Source: an optimization exercise on an open RTL-to-GDS flow (aim: small area and a short achievable clock period). Production flows keep margins and buffers that such runs may drop.
The RTL was checked by simulation tests, not by an equivalence proof against the original design.

===== design/flow/design.v =====
module Decoder_2_to_4_Unit
(
    input   wire    [3 : 0] alu_fun,     
    output  reg     arith_En,
    output  reg     logic_En,
    output  reg     cmp_En,
    output  reg     shift_En
);
wire    [1:0]   alu_fun_MSBs = alu_fun[3:2];
always @ (*)
    begin
        case (alu_fun_MSBs)
        2'b00 : begin
                    arith_En = 1'b1;    
                    logic_En = 1'b0;
                    cmp_En = 1'b0;
                    shift_En = 1'b0;
                end 
        2'b01 : begin
                    arith_En = 1'b0;   
                    logic_En = 1'b1;    
                    cmp_En = 1'b0;
                    shift_En = 1'b0;
                end 
        2'b10 : begin
                    arith_En = 1'b0;   
                    logic_En = 1'b0;
                    cmp_En = 1'b1;      
                    shift_En = 1'b0;
                end 
        2'b11 : begin
                    arith_En = 1'b0;   
                    logic_En = 1'b0;
                    cmp_En = 1'b0;
                    shift_En = 1'b1;    
                end 
        endcase
    end
endmodule
module Arithmetic_Unit #(parameter Data_In_Width = 16)
(
    input   wire    signed  [Data_In_Width-1 : 0]    A_in ,      
    input   wire    signed  [Data_In_Width-1 : 0]    B_in ,      
    input   wire                          [3 : 0]    alu_fun,    
    input   wire                                     CLK_in,
    input   wire                                     RST_in,
    input   wire                                     arith_En,
    output  reg         [(2*Data_In_Width)-1 : 0]    arith_out,  
    output  reg                                      arith_flag,
    output  reg                                      over_flow
);
wire    [1:0]   alu_fun_LSBs = alu_fun[1:0];      
reg     [(2*Data_In_Width)-1 : 0]   arith_out_comb;
reg     arith_flag_comb;
reg     over_flow_comb;
always @ (posedge CLK_in or negedge RST_in)   
    begin
        if (!RST_in)
            begin
               arith_out  <= 'sb0; 
               arith_flag <= 1'b0;
               over_flow  <= 1'b0;
            end
        else
            begin
                arith_out  <= arith_out_comb;
                arith_flag <= arith_flag_comb;
                over_flow  <= over_flow_comb;
            end
    end
always @ (*)
    begin
        if (arith_En)
            begin
                arith_flag_comb = 1'b1;
                case (alu_fun_LSBs)
                    2'b00 : {over_flow_comb , arith_out_comb} = A_in + B_in ;
                    2'b10 : {over_flow_comb , arith_out_comb} = A_in * B_in ;
                    2'b01 : {over_flow_comb , arith_out_comb} = A_in - B_in ;
                    2'b11 : begin over_flow_comb = 1'b0; arith_out_comb = (B_in != 'sb0) ? A_in / B_in : 'sb0 ; end   
                endcase
            end
        else
            begin
                arith_flag_comb = 1'b0;
                arith_out_comb = 'sb0;
                over_flow_comb = 1'b0;
            end
    end
endmodule
module Logic_Unit #(parameter Data_In_Width = 16) 
(
    input   wire    [Data_In_Width-1 : 0]    A_in ,    
    input   wire    [Data_In_Width-1 : 0]    B_in ,    
    input   wire                  [3 : 0]    alu_fun,  
    input   wire                             CLK_in,
    input   wire                             RST_in,
    input   wire                             logic_En,
    output  reg    [Data_In_Width-1 : 0]     logic_out, 
    output  reg                              logic_flag
);
wire    [1:0]   alu_fun_LSBs = alu_fun[1:0];      
reg     [Data_In_Width-1 : 0]   logic_out_comb;
reg     logic_flag_comb;
always @ (posedge CLK_in or negedge RST_in)       
    begin
        if (!RST_in)
            begin
                logic_out  <= 'b0;
                logic_flag <= 1'b0;
            end
        else
            begin
                logic_out  <= logic_out_comb;
                logic_flag <= logic_flag_comb;
            end
    end
always @ (*)
    begin
        if (logic_En)
            begin
                logic_flag_comb = 1'b1;
                case (alu_fun_LSBs)
                2'b00 : logic_out_comb = A_in & B_in;    
                2'b01 : logic_out_comb = A_in | B_in;    
                2'b10 : logic_out_comb = ~(A_in & B_in);     
                2'b11 : logic_out_comb = ~(A_in | B_in);     
                endcase
            end
        else
            begin
                logic_flag_comb = 1'b0;
                logic_out_comb = 'b0;
            end
    end
endmodule
module CMP_Unit #(parameter Data_In_Width = 16)
(
    input   wire    signed  [Data_In_Width-1 : 0]    A_in ,      
    input   wire    signed  [Data_In_Width-1 : 0]    B_in ,      
    input   wire                          [3 : 0]    alu_fun,    
    input   wire                                     CLK_in,
    input   wire                                     RST_in,
    input   wire                                     cmp_En,
    output  reg             [1 : 0]                  cmp_out,
    output  reg                                      cmp_flag
);
wire    [1 : 0]   alu_fun_LSBs = alu_fun[1:0];      
reg     [1 : 0]   cmp_out_comb;
reg     cmp_flag_comb;
always @ (posedge CLK_in or negedge RST_in)
    begin
        if (!RST_in)
            begin
                cmp_out  <= 'sb0;
                cmp_flag <= 1'b0;
            end
        else
            begin
                cmp_out  <= cmp_out_comb;
                cmp_flag <= cmp_flag_comb;
            end
    end
always @ (*)
    begin
        if (cmp_En)
            begin
                case (alu_fun_LSBs)
                2'b00 : begin
                            cmp_flag_comb = 1'b0;
                            cmp_out_comb = 'sb0;
                        end
                2'b01 : begin
                            cmp_flag_comb = 1'b1;
                            cmp_out_comb = (A_in == B_in) ? 'sd1 : 'sd0;
                        end
                2'b10 : begin
                            cmp_flag_comb = 1'b1;
                            cmp_out_comb = (A_in > B_in) ?  'sd2 : 'sd0;
                        end
                2'b11 : begin   
                            cmp_flag_comb = 1'b1;
                            cmp_out_comb = (A_in < B_in) ?  'sd3 : 'sd0;
                        end
                endcase
            end
        else
            begin
                cmp_flag_comb = 1'b0;
                cmp_out_comb = 'sb0;
            end
    end
endmodule
module Shift_unit #(parameter Data_In_Width = 16)
(
    input   wire    signed  [Data_In_Width-1 : 0]    A_in ,      
    input   wire    signed  [Data_In_Width-1 : 0]    B_in ,      
    input   wire                          [3 : 0]    alu_fun,    
    input   wire                                     CLK_in,
    input   wire                                     RST_in,
    input   wire                                     shift_En,
    output  reg     signed  [Data_In_Width-1 : 0]    shift_out, 
    output  reg                                      shift_flag
);
wire    [1:0]   alu_fun_LSBs = alu_fun[1:0];      
reg     [Data_In_Width-1 : 0]   shift_out_comb;
reg     shift_flag_comb;
always @ (posedge CLK_in or negedge RST_in)
    begin
        if (!RST_in)
            begin
                shift_out  <= 'sb0;
                shift_flag <= 1'b0;
            end
        else
            begin
                shift_out  <= shift_out_comb;
                shift_flag <= shift_flag_comb;
            end
    end
always @ (*)
    begin
        if (shift_En)
            begin
                shift_flag_comb = 1'b1;
                case (alu_fun_LSBs)
                2'b00 : shift_out_comb = (A_in >> 1'b1);    
                2'b01 : shift_out_comb = (A_in << 1'b1);    
                2'b10 : shift_out_comb = (B_in >> 1'b1);    
                2'b11 : shift_out_comb = (B_in << 1'b1);    
                endcase
            end
        else
            begin
                shift_flag_comb = 1'b0;
                shift_out_comb = 'sb0;
            end
    end
endmodule
module ALU_Top #(parameter Data_In_Width = 16)
(
    input   wire            [Data_In_Width-1 : 0]    A ,      
    input   wire            [Data_In_Width-1 : 0]    B ,      
    input   wire                          [3 : 0]    ALU_FUN,   
    input   wire                                     CLK,
    input   wire                                     RST,
    output  wire      [(2*Data_In_Width)-1 : 0]      Arith_OUT,   
    output  wire                                     Arith_Flag,
    output  wire            [Data_In_Width-1 : 0]    Logic_OUT, 
    output  wire                                     Logic_Flag,
    output  wire                          [1 : 0]    CMP_OUT,
    output  wire                                     CMP_Flag,
    output  wire            [Data_In_Width-1 : 0]    Shift_OUT, 
    output  wire                                     Shift_Flag
);
wire    Arith_Enable;
wire    Logic_Enable;
wire    CMP_Enable;
wire    Shift_Enable;
wire    Over_Flow;
Decoder_2_to_4_Unit ins_Decoder_2_to_4_Unit (
    .alu_fun (ALU_FUN),
    .arith_En (Arith_Enable),
    .logic_En (Logic_Enable),
    .cmp_En (CMP_Enable),
    .shift_En (Shift_Enable)
);
Arithmetic_Unit ins_Arithmetic_Unit (
    .A_in (A),
    .B_in (B),
    .alu_fun (ALU_FUN),
    .CLK_in (CLK),
    .RST_in (RST),
    .arith_En (Arith_Enable),
    .arith_out (Arith_OUT),
    .arith_flag (Arith_Flag),
    .over_flow (Over_Flow)
);
Logic_Unit ins_Logic_unit (
    .A_in (A),
    .B_in (B),
    .alu_fun (ALU_FUN),
    .CLK_in (CLK),
    .RST_in (RST),
    .logic_En (Logic_Enable),
    .logic_out (Logic_OUT),
    .logic_flag (Logic_Flag)
);
CMP_Unit ins_CMP_Unit (
    .A_in (A),
    .B_in (B),
    .alu_fun  (ALU_FUN),
    .CLK_in (CLK),
    .RST_in (RST),
    .cmp_En (CMP_Enable),
    .cmp_out (CMP_OUT),
    .cmp_flag (CMP_Flag)
);
Shift_unit ins_Shift_Unit (
    .A_in (A),
    .B_in (B),
    .alu_fun  (ALU_FUN),
    .CLK_in (CLK),
    .RST_in (RST),
    .shift_En (Shift_Enable),
    .shift_out (Shift_OUT),
    .shift_flag (Shift_Flag)
);
endmodule

===== design/flow/run.sh =====
#!/bin/bash
# synth_recipe.tcl (not shown) runs the flow's synth.tcl, then flattens the netlist and writes it again
# the make line also repeats each setting of config.mk as NAME=value (left out here)
make -C /OpenROAD-flow-scripts/flow DESIGN_CONFIG=/design/flow/config.mk WORK_HOME=/design/flow/orfs CLKGATE_MAP_FILE= SYNTH_SCRIPT=/design/flow/synth_recipe.tcl finish

===== design/flow/config.mk =====
export PLATFORM = sky130hd
export DESIGN_NAME = ALU_Top
export DESIGN_NICKNAME = ALU_Top
export VERILOG_FILES = /design/flow/design.v
export SDC_FILE = /design/flow/constraint.sdc
export NUM_CORES = 4
export LEC_CHECK = 0
export CAP_MARGIN = 20
export CORE_MARGIN = 2
export CORE_UTILIZATION = 40
export SLEW_MARGIN = 20

===== design/flow/constraint.sdc =====
create_clock -name core_clock -period 85.0 [get_ports {CLK}]
set_input_delay 17.0000 -clock core_clock [delete_from_list [all_inputs] [get_ports {CLK}]]
set_output_delay 17.0000 -clock core_clock [all_outputs]
set_load 0.01 [all_outputs]

==> results of run 1 <==
-- critical path, delay by kind of cell --
family | cells | cell delay (ns)
compound gates | 138 | 29.99
xor+xnor | 2 | 0.26
fa+ha+maj | 32 | 9.93
buf+inv | 45 | 7.97
mux | 5 | 1.73
simple gates | 88 | 15.52
-- what timing repair did --
action	CTS	global route
gates resized for setup	85	325
cloned	0	1
setup buffers	6	64
pin swaps	9	82
setup endpoints to repair	32	32
-- Yosys cell counts, drive strengths merged (59+ instances only) --
| cell type | n |
|---|---|
| a211oi | 61 |
| a21o | 192 |
| a21oi | 433 |
| a31oi | 59 |
| clkbuf | 148 |
| dfrtp | 70 |
| fa | 264 |
| ha | 662 |
| inv | 465 |
| mux2 | 72 |
| nand2 | 597 |
| nand3 | 123 |
| nor2 | 594 |
| nor3 | 153 |
| o211ai | 73 |
| o21a | 131 |
| o21ai | 275 |
| o31ai | 67 |
| or3 | 67 |
| xnor2 | 286 |
| xor2 | 158 |
-- sequential cells by signal, summed over array words and instances, names as in the netlist --
name and count:
ins_Arithmetic_Unit.arith_out 32, ins_Logic_unit.logic_out 16, ins_Shift_Unit.shift_out 16, ins_CMP_Unit.cmp_out 2, ins_Arithmetic_Unit.arith_flag 1, ins_CMP_Unit.cmp_flag 1, ins_Logic_unit.logic_flag 1, ins_Shift_Unit.shift_flag 1
-- layer usage --
metal / vias up / share of wire, %
li1: 23020 / -
met1: 23850 / 44
met2: 2230 / 43
met3: 441 / 8.7
met5: - / 0.020
met4: 6 / 3.9
-- layout by cell type, fill, tap and decap left out, types with 97 or more instances in the layout --
cell type	n
clkdlybuf4s50_1	97
a21o_1	191
buf_4	784
xnor2_1	276
conb_1	152
inv_1	459
ha_1	646
nand3_1	120
o21a_1	127
nor3_1	134
o21ai_0	218
nand2_1	580
fa_1	264
a21oi_1	382
xor2_1	158
nor2_1	569
-- cell families (layout without fill, tap and decap cells) --
group | Yosys count | count (layout) | synth area share (%)
multiplexers | 121 | 121 | 3.344
other | 2 | 152 | 0.01697
AND/OR/NAND/NOR | 1955 | 1955 | 20.72
XOR/XNOR | 444 | 444 | 8.785
buffers and inverters | 679 | 1403 | 5.834
AO/OA/AOI/OAI | 1733 | 1734 | 26.70
adder cells (fa/ha/maj) | 926 | 926 | 30.65
flip-flops | 70 | 70 | 3.957
-- worst paths after layout --
check | start | endpoint | slack [ns]
max | B[2] | ins_Arithmetic_Unit.arith_out[12] | 2.65
min | RST | ins_Shift_Unit.shift_out[2] | 16.53
max in group asynchronous | RST | ins_Arithmetic_Unit.arith_out[5] | 67.45
min in group core_clock | ALU_FUN[1] | ins_Shift_Unit.shift_out[4] | 17.25
-- per-stage QoR --
stage / hold slack [ns] / worst slack [ns] / setup TNS [ns]
floorplan: 16.70 / 0.01635 / 0
global placement: 16.95 / -3.898 / -104.08
detailed placement: 16.95 / -3.794 / -103.12
CTS: 16.53 / 0.05759 / 0
global route: 16.56 / -0.4279 / -7.362
finish: 16.53 / 2.655 / 0
-- layout make-up --
type                            count  area [um2]  area share [%]
Inverter                          476        1788           3.225
Clock buffer                        9       225.2          0.4063
Multi-Input combinational cell   5332       42470           76.61
Sequential cell                    70        1752           3.160
Timing Repair Buffer              911        7281           13.13
Tap cell                         1488        1862           3.359
Clock inverter                      7       56.30          0.1016
==> impl_metrics.env, run 1 <==
export IMPL_min_path_type="in -> async"
export IMPL_rows=122
export IMPL_report_final_slew_viol_count=0
export IMPL_die_area_um2=113300
export IMPL_start_kind="primary input"
export IMPL_drtPass1Iterations=6
export IMPL_hold_buffers=0
export IMPL_antenna_found_initial=8
export IMPL_avgRoutedWirePerCell_um=22.68
export IMPL_yosys_top_cells_area="ha_1 (19%), fa_1 (12%), xnor2_1 (5.7%)"
export IMPL_netlist_area_um2=44270
export IMPL_crit_slowest_cell="or4b_2"
export IMPL_setup_viol=0
export IMPL_synth_edf_count=0
export IMPL_n_fill_cell=10940
export IMPL_place_area_um2=52760
export IMPL_core_area_um2=110200
export IMPL_use_met1_pct=44.44
export IMPL_track_usage_pct=32.10
export IMPL_dp_cells=8206
export IMPL_critical_path_endpoint_type="flip-flop"
export IMPL_synth_area_per_cell_um2=7.465
export IMPL_crit_fanout=24
export IMPL_synth_cells=5930
export IMPL_routed_wirelength_mm=188.0
export IMPL_cts_path_max_buffers=2
export IMPL_synth_largest_area_cell="ha_1"
export IMPL_busiest_layer="met2"
export IMPL_cts_tree="done"
export IMPL_grt_max_degree=64
export IMPL_htreeDepth=3
export IMPL_fin_util_pct=50.30
export IMPL_grt_pass1_vias=47200
export IMPL_synth_top_area_share_pct=18.71
export IMPL_crit_arrival_ns=82.66
export IMPL_synthArstFlopShare_pct=100.0
export IMPL_io_pins=108
export IMPL_synth_top_flop_cell="dfrtp_1"
export IMPL_die_x_um=336.7
export IMPL_worst_setup_path_type="in -> reg"
export IMPL_cts_buffers=9
export IMPL_crit_path_max_incr_delay_ns=0.66
export IMPL_root_buffer="clkbuf_16"
export IMPL_cpMostUsedCell="buf_4"
export IMPL_hold_viol_final=0
export IMPL_gp_congestion=1.039
export IMPL_via_per_inst=5.974
export IMPL_status="no timing/DRC/antenna violations"
export IMPL_grt_pass1_wl_mm=281.7
export IMPL_syn_to_final_growth_pct=25.23
export IMPL_tightest_slew_ns=1.211
export IMPL_clock_sinks=70
export IMPL_hpwlAfterDp_mm=150.9
export IMPL_use_met3_pct=4.595
export IMPL_slew_headroom_pct=19.11
export IMPL_required_ns=85.31
export IMPL_drv_cap=0
export IMPL_io_buffers=107
export IMPL_grt_ovfl_total=0
export IMPL_ys_ff_latch=70
export IMPL_drtIter0Drc=5071
export IMPL_antennaDiodeCount=0
export IMPL_cts_clk_slew_worst_paths_ns=0.09
export IMPL_drc=0
export IMPL_synth_distinct_cells=113
export IMPL_final_nets=7764
export IMPL_die_y_um=336.7
export IMPL_yosys_warnings=5
export IMPL_fmax_mhz=12.14
export IMPL_fin_cells=8293
export IMPL_period_share_pct=96.88
export IMPL_vias=49550
export IMPL_fin_crit_ns=82.35
export IMPL_use_met2_pct=51.34
export IMPL_initial_core_util_pct=40.17
export IMPL_ant_nets=0
export IMPL_stdcell_area_um2=55430
export IMPL_drive_above_1_share_pct=19.71
export IMPL_yosysSeqAreaShare_pct=3.957
==> run 2: changes to the inputs <==
--- a/design/flow/design.v
+++ b/design/flow/design.v
@@ -41,5 +41,5 @@
 (
-    input   wire    signed  [Data_In_Width-1 : 0]    A_in ,      
-    input   wire    signed  [Data_In_Width-1 : 0]    B_in ,      
-    input   wire                          [3 : 0]    alu_fun,    
+    input   wire    signed  [Data_In_Width-1 : 0]    A_in ,
+    input   wire    signed  [Data_In_Width-1 : 0]    B_in ,
+    input   wire                          [3 : 0]    alu_fun,
     input   wire                                     CLK_in,
@@ -47,11 +47,31 @@
     input   wire                                     arith_En,
-    output  reg         [(2*Data_In_Width)-1 : 0]    arith_out,  
-    output  reg                                      arith_flag,
-    output  reg                                      over_flow
+    output  reg         [(2*Data_In_Width)-1 : 0]    arith_out,
+    output  reg                                      arith_flag
 );
-wire    [1:0]   alu_fun_LSBs = alu_fun[1:0];      
-reg     [(2*Data_In_Width)-1 : 0]   arith_out_comb;
-reg     arith_flag_comb;
-reg     over_flow_comb;
-always @ (posedge CLK_in or negedge RST_in)   
+localparam N = Data_In_Width;
+wire            sub = alu_fun[0];
+wire [N : 0]    addsub = {A_in[N-1], A_in} + ({B_in[N-1], B_in} ^ {(N+1){sub}}) + {{N{1'b0}}, sub};
+wire signed [2*N-1 : 0] prod = A_in * B_in;
+wire [N-1 : 0]  quot;
+Div_Unsigned #(.N(N)) ins_div (
+    .a ((A_in[N-1]) ? (~A_in + 1'b1) : A_in),
+    .b ((B_in[N-1]) ? (~B_in + 1'b1) : B_in),
+    .q (quot)
+);
+wire            b_nz = |B_in;
+wire            q_neg = A_in[N-1] ^ B_in[N-1];
+wire [N : 0]    quot_s = q_neg ? (~{1'b0, quot} + 1'b1) : {1'b0, quot};
+reg [2*N-1 : 0] arith_out_comb;
+always @ (*)
+    begin
+        if (arith_En)
+            case (alu_fun[1:0])
+                2'b00, 2'b01 : arith_out_comb = {{(N-1){addsub[N]}}, addsub};
+                2'b10        : arith_out_comb = prod;
+                2'b11        : arith_out_comb = b_nz ? {{(N-1){quot_s[N]}}, quot_s} : {(2*N){1'b0}};
+            endcase
+        else
+            arith_out_comb = {(2*N){1'b0}};
+    end
+always @ (posedge CLK_in or negedge RST_in)
     begin
@@ -59,5 +79,4 @@
             begin
-               arith_out  <= 'sb0; 
+               arith_out  <= {(2*N){1'b0}};
                arith_flag <= 1'b0;
-               over_flow  <= 1'b0;
             end
@@ -66,25 +85,41 @@
                 arith_out  <= arith_out_comb;
-                arith_flag <= arith_flag_comb;
-                over_flow  <= over_flow_comb;
+                arith_flag <= arith_En;
             end
     end
-always @ (*)
-    begin
-        if (arith_En)
-            begin
-                arith_flag_comb = 1'b1;
-                case (alu_fun_LSBs)
-                    2'b00 : {over_flow_comb , arith_out_comb} = A_in + B_in ;
-                    2'b10 : {over_flow_comb , arith_out_comb} = A_in * B_in ;
-                    2'b01 : {over_flow_comb , arith_out_comb} = A_in - B_in ;
-                    2'b11 : begin over_flow_comb = 1'b0; arith_out_comb = (B_in != 'sb0) ? A_in / B_in : 'sb0 ; end   
-                endcase
-            end
-        else
-            begin
-                arith_flag_comb = 1'b0;
-                arith_out_comb = 'sb0;
-                over_flow_comb = 1'b0;
-            end
+endmodule
+module Div_Unsigned #(parameter N = 16)
+(
+    input  wire [N-1 : 0] a,
+    input  wire [N-1 : 0] b,
+    output wire [N-1 : 0] q
+);
+wire [N-1 : 0] rem [0 : N];    
+assign rem[N] = {N{1'b0}};
+genvar k;
+generate
+    for (k = N-1; k >= 0; k = k - 1) begin : row
+        localparam W = N - k;
+        wire [W-1 : 0] t;
+        wire [W : 0]   d;
+        wire           b_hi_zero;
+        if (W == 1) begin : first
+            assign t = a[k];
+            assign b_hi_zero = ~|b[N-1 : 1];
+        end else begin : rest
+            assign t = {rem[k+1][W-2 : 0], a[k]};
+            if (W == N) begin : last
+                assign b_hi_zero = 1'b1;
+            end else begin : mid
+                assign b_hi_zero = ~|b[N-1 : W];
+            end
+        end
+        assign d = {1'b0, t} - {1'b0, b[W-1 : 0]};
+        assign q[k] = b_hi_zero & ~d[W];
+        if (W == N) begin : full
+            assign rem[k] = q[k] ? d[W-1 : 0] : t;
+        end else begin : part
+            assign rem[k] = {{(N-W){1'b0}}, (q[k] ? d[W-1 : 0] : t)};
+        end
     end
+endgenerate
 endmodule
@@ -241,10 +276,10 @@
 (
-    input   wire            [Data_In_Width-1 : 0]    A ,      
-    input   wire            [Data_In_Width-1 : 0]    B ,      
-    input   wire                          [3 : 0]    ALU_FUN,   
+    input   wire            [Data_In_Width-1 : 0]    A ,
+    input   wire            [Data_In_Width-1 : 0]    B ,
+    input   wire                          [3 : 0]    ALU_FUN,
     input   wire                                     CLK,
     input   wire                                     RST,
-    output  wire      [(2*Data_In_Width)-1 : 0]      Arith_OUT,   
+    output  wire      [(2*Data_In_Width)-1 : 0]      Arith_OUT,
     output  wire                                     Arith_Flag,
-    output  wire            [Data_In_Width-1 : 0]    Logic_OUT, 
+    output  wire            [Data_In_Width-1 : 0]    Logic_OUT,
     output  wire                                     Logic_Flag,
@@ -252,3 +287,3 @@
     output  wire                                     CMP_Flag,
-    output  wire            [Data_In_Width-1 : 0]    Shift_OUT, 
+    output  wire            [Data_In_Width-1 : 0]    Shift_OUT,
     output  wire                                     Shift_Flag
@@ -259,3 +294,2 @@
 wire    Shift_Enable;
-wire    Over_Flow;
 Decoder_2_to_4_Unit ins_Decoder_2_to_4_Unit (
@@ -275,4 +309,3 @@
     .arith_out (Arith_OUT),
-    .arith_flag (Arith_Flag),
-    .over_flow (Over_Flow)
+    .arith_flag (Arith_Flag)
 );
@@ -291,3 +324,3 @@
     .B_in (B),
-    .alu_fun  (ALU_FUN),
+    .alu_fun (ALU_FUN),
     .CLK_in (CLK),
@@ -301,3 +334,3 @@
     .B_in (B),
-    .alu_fun  (ALU_FUN),
+    .alu_fun (ALU_FUN),
     .CLK_in (CLK),
==> run 2 against run 1 <==
  * Still clean on timing, DRC and antenna
  * Utilization shrank 5.7 points
  * Critical path depth down 175
  * Non-clock buffer count fell by 746
  * Via count fell by 58%
  * Die area down 48%
  * Cell area shrank 55%
  * Largest cell class unchanged
==> impl_metrics.env, run 2 <==
export IMPL_largest_reg_flops=32
export IMPL_tightest_slew_ns=1.153
export IMPL_synth_largest_area_cell="fa_1"
export IMPL_cts_path_max_buffers=2
export IMPL_required_ns=85.19
export IMPL_drv_cap=0
export IMPL_grt_max_degree=56
export IMPL_grt_pass1_wl_mm=125.8
export IMPL_crit_slowest_cell="clkdlybuf4s50_1"
export IMPL_netlist_area_um2=22830
export IMPL_synth_distinct_cells=100
export IMPL_yosysSeqAreaShare_pct=7.674
export IMPL_cp_top_family="compound AO/OA/AOI/OAI gates"
export IMPL_vias=20850
export IMPL_layout_commonest_cell="inv_1"
export IMPL_io_pins=108
export IMPL_rows=87
export IMPL_min_path_type="in -> async"
export IMPL_crit_fanout=24
export IMPL_ys_ff_latch=70
export IMPL_regMostFlops="ins_Arithmetic_Unit.arith_out"
export IMPL_critical_path_endpoint_type="flip-flop"
export IMPL_synth_top_flop_cell="dfrtp_1"
export IMPL_drtIter0Drc=2036
export IMPL_fmax_mhz=18.39
export IMPL_crit_arrival_ns=54.58
export IMPL_drtPass1Iterations=6
export IMPL_drive_above_1_share_pct=6.612
export IMPL_slew_headroom_pct=22.11
export IMPL_antennaDiodeCount=0
export IMPL_place_area_um2=24840
export IMPL_setup_viol=0
export IMPL_biggestRegsByFlops="ins_Arithmetic_Unit.arith_out x32, ins_Logic_unit.logic_out x16, ins_Shift_Unit.shift_out x16"
export IMPL_cts_buffers=9
export IMPL_cts_resized=0
export IMPL_via_per_inst=5.819
export IMPL_core_area_um2=56390
export IMPL_report_final_slew_viol_count=0
export IMPL_path_buf_inv=10
export IMPL_hold_buffers=0
export IMPL_hold_viol_final=0
export IMPL_cts_setup_buffers=0
export IMPL_yosys_top_cells_area="fa_1 (24%), ha_1 (16%), dfrtp_1 (7.7%)"
export IMPL_synth_common_cells="inv_1 (362), ha_1 (283), fa_1 (277), nand2_1 (271), nor2_1 (271)"
export IMPL_cts_clk_slew_worst_paths_ns=0.08
export IMPL_final_nets=3421
export IMPL_track_usage_pct=27.60
export IMPL_synth_edf_count=0
export IMPL_fin_crit_ns=54.39
export IMPL_grt_pass1_vias=21150
export IMPL_worst_setup_path_type="in -> reg"
export IMPL_clock_sinks=70
export IMPL_die_area_um2=58990
export IMPL_rsz0062_at_grt="false"
export IMPL_hpwlAfterDp_mm=63.79
export IMPL_fin_cells=3584
export IMPL_die_y_um=242.9
export IMPL_drc=0
export IMPL_crit_path_max_incr_delay_ns=0.83
export IMPL_ant_nets=0
export IMPL_gp_congestion=0.9435
export IMPL_status="no timing/DRC/antenna violations"
export IMPL_cts_tree="done"
export IMPL_start_kind="primary input"
export IMPL_grt_ovfl_total=0
export IMPL_initial_core_util_pct=40.48
export IMPL_syn_to_final_growth_pct=10.07
export IMPL_final_cell_mix="inv_1 (362), ha_1 (283), fa_1 (277), nand2_1 (271), nor2_1 (270)"
export IMPL_synthArstFlopShare_pct=100.0
export IMPL_yosys_warnings=6
export IMPL_dp_cells=3568
export IMPL_synth_area_per_cell_um2=8.289
export IMPL_period_share_pct=63.99
export IMPL_avgRoutedWirePerCell_um=22.64
export IMPL_synth_top_area_share_pct=24.29
export IMPL_synth_cells=2754
export IMPL_die_x_um=242.9
export IMPL_antenna_found_initial=3
export IMPL_routed_wirelength_mm=81.15
export IMPL_stdcell_area_um2=25130
export IMPL_finalSetupTns_ns=0
export IMPL_htreeDepth=3
export IMPL_synth_most_common_cell="inv_1"
export IMPL_root_buffer="clkbuf_16"
export IMPL_cpMostUsedCell="ha_1"
export IMPL_io_buffers=107
[run 2: cell type report]
class	instances	area (um2)
Inverter	378	1419
Timing Repair Buffer	165	1496
Clock buffer	9	225.2
Tap cell	756	945.9
Sequential cell	70	1752
Fill cell	5645	31260
Clock inverter	7	61.31
Multi-Input combinational cell	2199	19230
[run 2: worst paths after layout]
| kind | startpoint | end | cells past startpoint |
|---|---|---|---|
| max | A[6] | ins_Arithmetic_Unit.arith_out[13] | 135 |
| min | RST | ins_Arithmetic_Unit.arith_out[19] | 1 |
| max in group asynchronous | RST | ins_Arithmetic_Unit.arith_out[16] | 2 |
| min in group core_clock | ALU_FUN[0] | ins_Shift_Unit.shift_out[15] | 2 |
[run 2: kinds of logic (layout without fill, tap and decap cells)]
group	after synthesis	in the layout	share of synthesized area, %
and+or+nand+nor	828	828	16.87
AOI/OAI and AO/OA	579	579	17.40
DFF	70	70	7.674
xor gates and xnor gates	172	172	6.599
muxes	60	60	3.448
buffers and inverters	485	559	8.211
adders and majority gates	560	560	39.80
[run 2: metrics by stage]
stage / worst slack [ns] / hold WS, ns / utilization, %
final: 30.61 / 16.56 / 44.56
after global placement: 31.05 / 16.97 / 44.03
after floorplan: 36.93 / 16.70 / -
after detailed placement: 30.80 / 16.97 / 44.05
after CTS: 31.02 / 16.56 / 44.56
after global routing: 27.72 / 16.57 / 44.56
[run 2: metal layers]
layer | track usage [%] | vias up | wire (um)
li1 | - | 9424 | -
met2 | 43.24 | 951 | 36370
met3 | 4.246 | 179 | 6431
met4 | 11.78 | 2 | 3841
met1 | 37.85 | 10300 | 34480
met5 | 0 | - | 13

-- port drivers added, routing unchanged --
In the flow no input, the clock included, has a driving cell. The finished layouts below were timed again as built, in two steps. Step 1 assumes that a clkbuf_16 drives the clock port and a buf_2 every other input. Step 2 adds t to the input delays and takes it off the output delays; t is the mean of the earliest and latest rising clock arrival at the registers after step 1. Input paths then give back, and output paths get back, about the clock's delay inside the block. Slacks: ideal ports / drivers / drivers and shift; pairs: ideal ports / drivers.
run	t (ns)	slack for setup (ns)	worst hold slack (ns)
run 1	0.441	2.655 / 2.692 / 2.252	16.530 / 16.498 / 16.938
run 2	0.425	30.611 / 30.637 / 30.212	16.557 / 16.530 / 16.955
After both steps every run listed still meets setup and hold. The setup slack of run 1, which loses most, moves by +0.037 ns with the drivers and by -0.403 ns with both steps.
